What follows belongs to an exercise in optimizing a design on an open flow for small area and a short achievable clock period; a production flow would make more cautious choices. In this exercise RTL edits were held to simulation tests only and were not proved equivalent to the original. Power figures rest on the tool's default switching activity, not on a simulated workload.

Setup of v48:
==> flow/design.v (excerpt) <==
module mac(
  input clk,
  input rst,
  input signed [7:0] in_a,
  input signed [7:0] in_b,
  output logic signed [15:0] out);
  logic rst_q;
  logic [15:0] reg_c;
  logic [15:0] row0_d, row0;
  logic [15:0] row1_d, row1;
  wire pp0_0, pp0_1, pp0_2, pp0_3, pp0_4, pp0_5, pp0_6, pp0_7, pp1_0, pp1_1,
       pp1_2, pp1_3, pp1_4, pp1_5, pp1_6, pp1_7, pp2_0, pp2_1, pp2_2, pp2_3,
       pp2_4, pp2_5, pp2_6, pp2_7, pp3_0, pp3_1, pp3_2, pp3_3, pp3_4, pp3_5,
       pp3_6, pp3_7, pp4_0, pp4_1, pp4_2, pp4_3, pp4_4, pp4_5, pp4_6, pp4_7,
       pp5_0, pp5_1, pp5_2, pp5_3, pp5_4, pp5_5, pp5_6, pp5_7, pp6_0, pp6_1,
       pp6_2, pp6_3, pp6_4, pp6_5, pp6_6, pp6_7, pp7_0, pp7_1, pp7_2, pp7_3,
       pp7_4, pp7_5, pp7_6, pp7_7, s1, c1, s2, c2, s3, c3,
       s4, c4, s5, c5, s6, c6, s7, c7, s8, c8,
       s9, c9, s10, c10, s11, c11, s12, c12, s13, c13,
       s14, c14, s15, c15, s16, c16, s17, c17, s18, c18,
       s19, c19, s20, c20, s21, c21, s22, c22, s23, c23,
       s24, c24, s25, c25, s26, c26, s27, c27, s28, c28,
       s29, c29, s30, c30, s31, c31, s32, c32, s33, c33,
       s34, c34, s35, c35, s36, c36, s37, c37, s38, c38,
       s39, c39, s40, c40, s41, c41, s42, c42;
  assign pp0_0 = in_a[0] & in_b[0];
  assign pp0_1 = in_a[0] & in_b[1];
  assign pp0_2 = in_a[0] & in_b[2];
  assign pp0_3 = in_a[0] & in_b[3];
  assign pp0_4 = in_a[0] & in_b[4];
  assign pp0_5 = in_a[0] & in_b[5];
  assign pp0_6 = in_a[0] & in_b[6];
  assign pp0_7 = in_a[0] & in_b[7];
  assign pp1_0 = in_a[1] & in_b[0];
  assign pp1_1 = in_a[1] & in_b[1];
  assign pp1_2 = in_a[1] & in_b[2];
  assign pp1_3 = in_a[1] & in_b[3];
  assign pp1_4 = in_a[1] & in_b[4];
  assign pp1_5 = in_a[1] & in_b[5];
  assign pp1_6 = in_a[1] & in_b[6];
  assign pp1_7 = in_a[1] & in_b[7];
  assign pp2_0 = in_a[2] & in_b[0];
  assign pp2_1 = in_a[2] & in_b[1];
  assign pp2_2 = in_a[2] & in_b[2];
  assign pp2_3 = in_a[2] & in_b[3];
  assign pp2_4 = in_a[2] & in_b[4];
  assign pp2_5 = in_a[2] & in_b[5];
  assign pp2_6 = in_a[2] & in_b[6];
  assign pp2_7 = in_a[2] & in_b[7];
  assign pp3_0 = in_a[3] & in_b[0];
  assign pp3_1 = in_a[3] & in_b[1];
  assign pp3_2 = in_a[3] & in_b[2];
  assign pp3_3 = in_a[3] & in_b[3];
  assign pp3_4 = in_a[3] & in_b[4];
  ...
Size: about 230 cells after synthesis, ~42 flip-flops, ~34 I/O pins, roughly 2900 µm² of cells after synthesis.
clock: 4.2 ns
lec_check: 0
cap_margin: 20
core_margin: 2
core_utilization: 40
setup_slack_margin: 1.1
slew_margin: 20
standard.sh (not shown) runs the stock make flow with config.mk's settings and CLKGATE_MAP_FILE= SYNTH_SCRIPT=/design/flow/synth_recipe.tcl, a recipe that flattens the netlist after the stock synthesis.
==> flow/flow/run.sh <==
#!/bin/bash
# The standard layout flow (standard.sh), with these make variables:
# - SYNTH_ARGS=-noabc: Yosys's synth skips its early abc -fast, so the full
#   adders written out in the RTL reach extract_fa without added inverters
#   (the final abc mapping still runs).
# - SYNTH_OPERATIONS_ARGS=-nofsm: replaces the default Kogge-Stone extra map
#   for $lcu with nothing (-nofsm is already set), so + uses Yosys's own
#   Brent-Kung carry network, which is smaller.
# - BUFFER_PORTS_ARGS: the port buffers are buf_1 cells (repair still upsizes
#   them where timing needs it).
set -e
export FLOW_SIZER_TCL="$PWD/flow/sizer.tcl"
export POST_GLOBAL_ROUTE_TCL="$PWD/flow/post_grt.tcl"
bash standard.sh SYNTH_ARGS=-noabc SYNTH_OPERATIONS_ARGS=-nofsm "BUFFER_PORTS_ARGS=-buffer_cell sky130_fd_sc_hd__buf_1" "CTS_ARGS=-sink_clustering_enable -repair_clock_nets -dont_use_dummy_load" finish > standard.log 2>&1
==> flow/flow/post_grt.tcl <==
# Runs at the end of ORFS's global route step (POST_GLOBAL_ROUTE_TCL hook):
# resize cells with the greedy sizer in sizer.tcl, then legalize, update the
# global routing and parasitics, and write the route guides again, as ORFS
# does after its own timing repair in this step.
source $::env(FLOW_SIZER_TCL)
sz_run [expr {$::env(FLOW_PERIOD_NS) * 1e-9}] 6 -global_routing
log_cmd global_route -start_incremental
log_cmd detailed_placement
log_cmd global_route -end_incremental
check_placement -verbose
log_cmd estimate_parasitics -global_routing
report_worst_slack -max
report_worst_slack -min
report_design_area
write_guides $::env(RESULTS_DIR)/route.guide
==> flow/flow/sizer.tcl <==
proc sz_swap {iname m} {
  replace_cell $iname $m
  estimate_parasitics $::sz_est
}
proc sz_cost {} {
  set a [rsz::design_area]
  set w [sta::worst_slack_cmd max]
  return [list [expr {$a * ($::sz_period - $w)}] $a $w]
}
proc sz_ok {} {
  if {[sta::worst_slack_cmd min] < $::sz_hold_floor} { return 0 }
  if {[sta::max_slew_check_slack_limit] < $::sz_slew0} { return 0 }
  if {[sta::max_capacitance_check_slack_limit] < $::sz_cap0} { return 0 }
  return 1
}
proc sz_run {period passes est} {
  set ::sz_period $period
  set ::sz_est $est
  set ::sz_hold_floor 0.1e-9
  # keep max slew and max capacitance at least 20% inside their limits (as
  # ORFS's SLEW_MARGIN and CAP_MARGIN do), or no worse than at the start
  set ::sz_slew0 [expr {min(0.2, [sta::max_slew_check_slack_limit])}]
  set ::sz_cap0 [expr {min(0.2, [sta::max_capacitance_check_slack_limit])}]
  set block [ord::get_db_block]
  set db [ord::get_db]
  # families: master name without the trailing _N drive suffix
  array set fam {}
  foreach lib [$db getLibs] {
    foreach m [$lib getMasters] {
      set n [$m getName]
      if {[regexp {^(sky130_fd_sc_hd__[a-z0-9]+)_([0-9]+)$} $n -> base d]} {
        if {[llength [get_lib_cells -quiet */$n]] == 0} continue
        if {[get_property [get_lib_cells */$n] dont_use]} continue
        lappend fam($base) $n
      }
    }
  }
  set c0 [sz_cost]
  
  for {set p 0} {$p < $passes} {incr p} {
    set changed 0
    foreach inst [$block getInsts] {
      set iname [$inst getName]
      set mname [[$inst getMaster] getName]
      if {[string match "clkbuf_*" $iname] || [string match "clkload*" $iname]} continue
      if {![regexp {^(sky130_fd_sc_hd__[a-z0-9]+)_([0-9]+)$} $mname -> base d]} continue
      if {![info exists fam($base)]} continue
      if {[string match "*tap*" $base] || [string match "*fill*" $base] || [string match "*decap*" $base]} continue
      set best [lindex [sz_cost] 0]
      set bestm $mname
      foreach alt $fam($base) {
        if {$alt eq $mname} continue
        sz_swap $iname $alt
        set c [sz_cost]
        if {[lindex $c 0] < $best * (1 - 1e-5) && [sz_ok]} {
          set best [lindex $c 0]; set bestm $alt
        }
        sz_swap $iname $mname
      }
      if {$bestm ne $mname} { sz_swap $iname $bestm; incr changed }
    }
    set c [sz_cost]
    
    if {$changed == 0} break
  }
}
The inputs of v35 differ from those of v48 as listed below.
-- flow/flow/post_grt.tcl --
<<< v48, line 4
# does after its own timing repair in this step.
source $::env(FLOW_SIZER_TCL)
sz_run [expr {$::env(FLOW_PERIOD_NS) * 1e-9}] 6 -global_routing
log_cmd global_route -start_incremental
log_cmd detailed_placement
log_cmd global_route -end_incremental
check_placement -verbose
log_cmd estimate_parasitics -global_routing
>>> v35, line 4
# does after its own timing repair in this step.
source $::env(FLOW_SIZER_TCL)
log_cmd global_route -start_incremental
sz_run [expr {$::env(FLOW_PERIOD_NS) * 1e-9}] 6
log_cmd detailed_placement
log_cmd global_route -end_incremental
log_cmd estimate_parasitics -global_routing
log_cmd repair_design -slew_margin 20 -cap_margin 20
log_cmd detailed_placement
check_placement -verbose
log_cmd estimate_parasitics -global_routing
==> flow/flow/sizer.tcl <==
proc sz_cost {} {
  set a [rsz::design_area]
  set w [sta::worst_slack_cmd max]
  return [list [expr {$a * ($::sz_period - $w)}] $a $w]
}
proc sz_ok {} {
  if {[sta::worst_slack_cmd min] < $::sz_hold_floor} { return 0 }
  if {[sta::max_slew_violation_count] > $::sz_slew0} { return 0 }
  if {[sta::max_capacitance_violation_count] > $::sz_cap0} { return 0 }
  return 1
}
proc sz_run {period passes} {
  set ::sz_period $period
  set ::sz_hold_floor 0.1e-9
  set ::sz_slew0 [sta::max_slew_violation_count]
  set ::sz_cap0 [sta::max_capacitance_violation_count]
  set block [ord::get_db_block]
  set db [ord::get_db]
  # families: master name without the trailing _N drive suffix
  array set fam {}
  foreach lib [$db getLibs] {
    foreach m [$lib getMasters] {
      set n [$m getName]
      if {[regexp {^(sky130_fd_sc_hd__[a-z0-9]+)_([0-9]+)$} $n -> base d]} {
        if {[llength [get_lib_cells -quiet */$n]] == 0} continue
        if {[get_property [get_lib_cells */$n] dont_use]} continue
        lappend fam($base) $n
      }
    }
  }
  set c0 [sz_cost]
  
  for {set p 0} {$p < $passes} {incr p} {
    set changed 0
    foreach inst [$block getInsts] {
      set iname [$inst getName]
      set mname [[$inst getMaster] getName]
      if {[string match "clkbuf_*" $iname] || [string match "clkload*" $iname]} continue
      if {![regexp {^(sky130_fd_sc_hd__[a-z0-9]+)_([0-9]+)$} $mname -> base d]} continue
      if {![info exists fam($base)]} continue
      if {[string match "*tap*" $base] || [string match "*fill*" $base] || [string match "*decap*" $base]} continue
      set best [lindex [sz_cost] 0]
      set bestm $mname
      foreach alt $fam($base) {
        if {$alt eq $mname} continue
        replace_cell $iname $alt
        set c [sz_cost]
        if {[lindex $c 0] < $best * (1 - 1e-5) && [sz_ok]} {
          set best [lindex $c 0]; set bestm $alt
        }
        replace_cell $iname $mname
      }
      if {$bestm ne $mname} { replace_cell $iname $bestm; incr changed }
    }
    set c [sz_cost]
    
    if {$changed == 0} break
  }
}
-- flow/config.mk --
<<< v48, line 9
export CORE_MARGIN = 2
export CORE_UTILIZATION = 40
export SETUP_SLACK_MARGIN = 1.1
export SLEW_MARGIN = 20
>>> v35, line 9
export CORE_MARGIN = 2
export CORE_UTILIZATION = 40
export SETUP_SLACK_MARGIN = 1.4
export SLEW_MARGIN = 20
Results
- [compare] base=v48 new=v35: final RePlAce weighted congestion shows an increase of about 6.5%, post-placement setup slack increased 28 ps, post-synthesis compound-gate area fraction held steady, H-tree level count roughly the same.
- Cell count after placement: v35 vs v48 identical
- For the detailed-placement wirelength estimate, v35 came in 180 µm higher than v48 did.
- v35: EST-0104 in global routing -> run aborted
- Reported for v48 and v35, area of the mapped netlist turned out identical to the last digit.
Modified inputs, v8 compared to v35
==> flow/flow/post_grt.tcl <==
# Runs at the end of ORFS's global route step (POST_GLOBAL_ROUTE_TCL hook):
# resize cells with the greedy sizer in sizer.tcl, then legalize, update the
# global routing and parasitics, and write the route guides again, as ORFS
# does after its own timing repair in this step.
source $::env(FLOW_SIZER_TCL)
sz_run [expr {$::env(FLOW_PERIOD_NS) * 1e-9}] 6 -global_routing
log_cmd global_route -start_incremental
log_cmd detailed_placement
log_cmd global_route -end_incremental
check_placement -verbose
log_cmd estimate_parasitics -global_routing
report_worst_slack -max
report_worst_slack -min
report_design_area
write_guides $::env(RESULTS_DIR)/route.guide
-- flow/flow/sizer.tcl --
<<< v35, line 1
proc sz_cost {} {
  set a [rsz::design_area]
>>> v8, line 1
proc sz_swap {iname m} {
  replace_cell $iname $m
  estimate_parasitics $::sz_est
}
proc sz_cost {} {
  set a [rsz::design_area]
<<< v35, line 6
proc sz_ok {} {
  if {[sta::worst_slack_cmd min] < $::sz_hold_floor} { return 0 }
  if {[sta::max_slew_violation_count] > $::sz_slew0} { return 0 }
  if {[sta::max_capacitance_violation_count] > $::sz_cap0} { return 0 }
  return 1
}
proc sz_run {period passes} {
  set ::sz_period $period
  set ::sz_hold_floor 0.1e-9
  set ::sz_slew0 [sta::max_slew_violation_count]
  set ::sz_cap0 [sta::max_capacitance_violation_count]
  set block [ord::get_db_block]
  set db [ord::get_db]
>>> v8, line 10
proc sz_ok {} {
  if {[sta::worst_slack_cmd min] < $::sz_hold_floor} { return 0 }
  if {[sta::max_slew_check_slack_limit] < $::sz_slew0} { return 0 }
  if {[sta::max_capacitance_check_slack_limit] < $::sz_cap0} { return 0 }
  return 1
}
proc sz_run {period passes est} {
  set ::sz_period $period
  set ::sz_est $est
  set ::sz_hold_floor 0.1e-9
  # keep max slew and max capacitance at least 20% inside their limits (as
  # ORFS's SLEW_MARGIN and CAP_MARGIN do), or no worse than at the start
  set ::sz_slew0 [expr {min(0.2, [sta::max_slew_check_slack_limit])}]
  set ::sz_cap0 [expr {min(0.2, [sta::max_capacitance_check_slack_limit])}]
  set block [ord::get_db_block]
  set db [ord::get_db]
<<< v35, line 44
      foreach alt $fam($base) {
        if {$alt eq $mname} continue
        replace_cell $iname $alt
        set c [sz_cost]
        if {[lindex $c 0] < $best * (1 - 1e-5) && [sz_ok]} {
          set best [lindex $c 0]; set bestm $alt
        }
        replace_cell $iname $mname
      }
      if {$bestm ne $mname} { replace_cell $iname $bestm; incr changed }
    }
    set c [sz_cost]
>>> v8, line 51
      foreach alt $fam($base) {
        if {$alt eq $mname} continue
        sz_swap $iname $alt
        set c [sz_cost]
        if {[lindex $c 0] < $best * (1 - 1e-5) && [sz_ok]} {
          set best [lindex $c 0]; set bestm $alt
        }
        sz_swap $iname $mname
      }
      if {$bestm ne $mname} { sz_swap $iname $bestm; incr changed }
    }
    set c [sz_cost]
-- flow/config.mk --
<<< v35, line 11
export SETUP_SLACK_MARGIN = 1.4
export SLEW_MARGIN = 20
>>> v8, line 11
export SETUP_SLACK_MARGIN = 1.4
export SLEW_MARGIN = 20
export TNS_END_PERCENT = 30
==> comparison <==
- v8 -> v35: floorplan die height delta 0, exact match
- v8 reached the end of the flow, and the finished layout is clean on the timing, DRC and antenna checks.
- v8 vs v35: setup slack at placement up
- Comparing v8 against v35, there is no change at all in number of clock sinks.
- NOTE: detailed placement HPWL in v8 falls short of that of v35
Here is what was changed in the inputs of v52 compared with v8.
-- flow/flow/post_grt.tcl --
<<< v8, line 4
# does after its own timing repair in this step.
source $::env(FLOW_SIZER_TCL)
sz_run [expr {$::env(FLOW_PERIOD_NS) * 1e-9}] 6 -global_routing
log_cmd global_route -start_incremental
log_cmd detailed_placement
log_cmd global_route -end_incremental
check_placement -verbose
log_cmd estimate_parasitics -global_routing
>>> v52, line 4
# does after its own timing repair in this step.
source $::env(FLOW_SIZER_TCL)
sz_run [expr {$::env(FLOW_PERIOD_NS) * 1e-9}] 6
log_cmd global_route -start_incremental
log_cmd detailed_placement
log_cmd global_route -end_incremental
log_cmd estimate_parasitics -global_routing
log_cmd repair_design -slew_margin 20 -cap_margin 20
log_cmd detailed_placement
check_placement -verbose
log_cmd estimate_parasitics -global_routing
==> flow/flow/sizer.tcl <==
proc sz_cost {} {
  set a [rsz::design_area]
  set w [sta::worst_slack_cmd max]
  return [list [expr {$a * ($::sz_period - $w)}] $a $w]
}
proc sz_ok {} {
  if {[sta::worst_slack_cmd min] < $::sz_hold_floor} { return 0 }
  if {[sta::max_slew_violation_count] > $::sz_slew0} { return 0 }
  if {[sta::max_capacitance_violation_count] > $::sz_cap0} { return 0 }
  return 1
}
proc sz_run {period passes} {
  set ::sz_period $period
  set ::sz_hold_floor 0.1e-9
  set ::sz_slew0 [sta::max_slew_violation_count]
  set ::sz_cap0 [sta::max_capacitance_violation_count]
  set block [ord::get_db_block]
  set db [ord::get_db]
  # families: master name without the trailing _N drive suffix
  array set fam {}
  foreach lib [$db getLibs] {
    foreach m [$lib getMasters] {
      set n [$m getName]
      if {[regexp {^(sky130_fd_sc_hd__[a-z0-9]+)_([0-9]+)$} $n -> base d]} {
        if {[llength [get_lib_cells -quiet */$n]] == 0} continue
        if {[get_property [get_lib_cells */$n] dont_use]} continue
        lappend fam($base) $n
      }
    }
  }
  set c0 [sz_cost]
  
  for {set p 0} {$p < $passes} {incr p} {
    set changed 0
    foreach inst [$block getInsts] {
      set iname [$inst getName]
      set mname [[$inst getMaster] getName]
      if {[string match "clkbuf_*" $iname] || [string match "clkload*" $iname]} continue
      if {![regexp {^(sky130_fd_sc_hd__[a-z0-9]+)_([0-9]+)$} $mname -> base d]} continue
      if {![info exists fam($base)]} continue
      if {[string match "*tap*" $base] || [string match "*fill*" $base] || [string match "*decap*" $base]} continue
      set best [lindex [sz_cost] 0]
      set bestm $mname
      foreach alt $fam($base) {
        if {$alt eq $mname} continue
        replace_cell $iname $alt
        set c [sz_cost]
        if {[lindex $c 0] < $best * (1 - 1e-5) && [sz_ok]} {
          set best [lindex $c 0]; set bestm $alt
        }
        replace_cell $iname $mname
      }
      if {$bestm ne $mname} { replace_cell $iname $bestm; incr changed }
    }
    set c [sz_cost]
    
    if {$changed == 0} break
  }
}
-- flow/config.mk --
<<< v8, line 11
export SETUP_SLACK_MARGIN = 1.4
export SLEW_MARGIN = 20
export TNS_END_PERCENT = 30
>>> v52, line 11
export SETUP_SLACK_MARGIN = 1.4
export SLEW_MARGIN = 20
Notes after the runs:
v52 got as far as global routing, where a tool error ended the run. Comparing v52 and v8, the lower pre-CTS worst setup slack is on v52. As far as die outline height goes, v52 and v8 are indistinguishable; the numbers are identical. Looking at v52 and v8, the H-tree depth reported by CTS is a wash. Synthesized area came out exactly the same in v52 and v8. In terms of number of enable flip-flop cells after synthesis, v52 and v8 differ only marginally. Diff v52..v8 | post-synthesis simple-gate area fraction | unchanged. Compared v52 vs v8, and number of instances resized during post-cts repair is up in v52. Placed standard-cell area delta (v52 -> v8): insignificant. Compared with v8, v52 shows final weighted congestion in routability-driven placement that has gone up by a few percent.
--- input diff v52..v19 ---
-- flow/flow/post_grt.tcl --
<<< v52, line 8
log_cmd detailed_placement
log_cmd global_route -end_incremental
log_cmd estimate_parasitics -global_routing
log_cmd repair_design -slew_margin 20 -cap_margin 20
log_cmd detailed_placement
check_placement -verbose
log_cmd estimate_parasitics -global_routing
>>> v19, line 8
log_cmd detailed_placement
log_cmd global_route -end_incremental
check_placement -verbose
log_cmd estimate_parasitics -global_routing
-- flow/flow/sizer.tcl --
<<< v52, line 6
proc sz_ok {} {
  if {[sta::worst_slack_cmd min] < $::sz_hold_floor} { return 0 }
  if {[sta::max_slew_violation_count] > $::sz_slew0} { return 0 }
  if {[sta::max_capacitance_violation_count] > $::sz_cap0} { return 0 }
  return 1
}
>>> v19, line 6
proc sz_ok {} {
  if {[sta::worst_slack_cmd min] < $::sz_hold_floor} { return 0 }
  if {[sta::max_slew_check_slack_limit] < $::sz_slew0} { return 0 }
  if {[sta::max_capacitance_check_slack_limit] < $::sz_cap0} { return 0 }
  return 1
}
<<< v52, line 13
  set ::sz_period $period
  set ::sz_hold_floor 0.1e-9
  set ::sz_slew0 [sta::max_slew_violation_count]
  set ::sz_cap0 [sta::max_capacitance_violation_count]
  set block [ord::get_db_block]
  set db [ord::get_db]
>>> v19, line 13
  set ::sz_period $period
  set ::sz_hold_floor 0.1e-9
  # keep max slew and max capacitance at least 20% inside their limits (as
  # ORFS's SLEW_MARGIN and CAP_MARGIN do), or no worse than at the start
  set ::sz_slew0 [expr {min(0.2, [sta::max_slew_check_slack_limit])}]
  set ::sz_cap0 [expr {min(0.2, [sta::max_capacitance_check_slack_limit])}]
  set block [ord::get_db_block]
  set db [ord::get_db]
==> comparison <==
In summary, v19 completed successfully, with a layout that passed the timing, DRC and antenna checks.
Diff v52..v19 | number of buffers added by the clock tree synthesis step | unchanged
Synthesized area came out exactly the same in v52 and v19.
The worst setup timing slack at the placement stage was comparable across v52 and v19.
[compare] base=v52 new=v19: number of port buffers comparable; count of hold-fix buffers inserted at cts did not really move; number of enable-type register cells in the synthesized netlist held; cell count after synthesis was more or less identical.
Edits applied to the flow inputs when going from v19 to v54:
-- flow/flow/post_grt.tcl --
<<< v19, line 4
# does after its own timing repair in this step.
source $::env(FLOW_SIZER_TCL)
sz_run [expr {$::env(FLOW_PERIOD_NS) * 1e-9}] 6
log_cmd global_route -start_incremental
log_cmd detailed_placement
>>> v54, line 4
# does after its own timing repair in this step.
source $::env(FLOW_SIZER_TCL)
sz_run [expr {$::env(FLOW_PERIOD_NS) * 1e-9}] 6 -global_routing
log_cmd global_route -start_incremental
log_cmd detailed_placement
-- flow/flow/sizer.tcl --
<<< v19, line 1
proc sz_cost {} {
  set a [rsz::design_area]
>>> v54, line 1
proc sz_swap {iname m} {
  replace_cell $iname $m
  estimate_parasitics $::sz_est
}
proc sz_cost {} {
  set a [rsz::design_area]
<<< v19, line 10
  return 1
}
proc sz_run {period passes} {
  set ::sz_period $period
  set ::sz_hold_floor 0.1e-9
  # keep max slew and max capacitance at least 20% inside their limits (as
>>> v54, line 14
  return 1
}
proc sz_run {period passes est} {
  set ::sz_period $period
  set ::sz_est $est
  set ::sz_hold_floor 0.1e-9
  # keep max slew and max capacitance at least 20% inside their limits (as
<<< v19, line 46
      foreach alt $fam($base) {
        if {$alt eq $mname} continue
        replace_cell $iname $alt
        set c [sz_cost]
        if {[lindex $c 0] < $best * (1 - 1e-5) && [sz_ok]} {
          set best [lindex $c 0]; set bestm $alt
        }
        replace_cell $iname $mname
      }
      if {$bestm ne $mname} { replace_cell $iname $bestm; incr changed }
    }
    set c [sz_cost]
>>> v54, line 51
      foreach alt $fam($base) {
        if {$alt eq $mname} continue
        sz_swap $iname $alt
        set c [sz_cost]
        if {[lindex $c 0] < $best * (1 - 1e-5) && [sz_ok]} {
          set best [lindex $c 0]; set bestm $alt
        }
        sz_swap $iname $mname
      }
      if {$bestm ne $mname} { sz_swap $iname $bestm; incr changed }
    }
    set c [sz_cost]
-- flow/config.mk --
<<< v19, line 9
export CORE_MARGIN = 2
export CORE_UTILIZATION = 40
export SETUP_SLACK_MARGIN = 1.4
export SLEW_MARGIN = 20
>>> v54, line 9
export CORE_MARGIN = 2
export CORE_UTILIZATION = 40
export SETUP_SLACK_MARGIN = 0.8
export SLEW_MARGIN = 20
Results
Re number of buffers and inverters on the critical path: v19 and v54 aren't equal, and the higher value belongs to v54.
The length of routed met2 wiring of v54 is lower than that of v19.
Going from v19 to v54, first-pass GRT wire length shrinks by about 6%.
Comparing v19 and v54, the lower final instance area is on v19.
Looking at source of the critical timing path, the in_a[0] result is from v54; the reg_c[5]$_SDFF_PP0_ one comes from v19.
Taking v19 as the reference, in v54 clock tree cell share of total cell area barely changed; cell count along the critical path dropped 4; clock period minus final worst setup slack dropped 120 ps; minimum setup slack in the final design climbed 120 ps.
v19 was routed with more vias than v54.
| power share of the combinational group | v54 vs v19 | 0.2 points lower |

static timing again, ports no longer ideal:
The results above use ideal ports. As a check the final layouts listed here were re-extracted and re-timed, cells and wires unchanged. Step 1, drivers: a clkbuf_16 drives clk and a buf_2 each remaining input, both assumed. Step 2, shift: input delay + t, output delay - t, t = (earliest + latest rising clock arrival at the registers) / 2. This alone moves slack from input paths to output paths. Three values: ideal, step 1, step 2; two values: the first two.
run | t, ns | setup WS [ns] | clock arrival spread, ns | worst register clock-pin slew, ns | pins driven straight from the clock port
v48 | 0.307 | 1.294 / 1.300 / 0.993 | 0.008 / 0.008 | 0.07 / 0.07 | 1
v8 | 0.308 | 1.406 / 1.405 / 1.097 | 0.018 / 0.019 | 0.08 / 0.08 | 1
v19 | 0.302 | 1.177 / 1.177 / 0.990 | 0.012 / 0.012 | 0.07 / 0.07 | 1
v54 | 0.307 | 1.294 / 1.300 / 0.993 | 0.008 / 0.008 | 0.07 / 0.07 | 1
After both steps every run listed still meets setup and hold. For v8, which loses most, drivers alone change the setup slack by -0.001 ns; drivers and shift together by -0.309 ns.
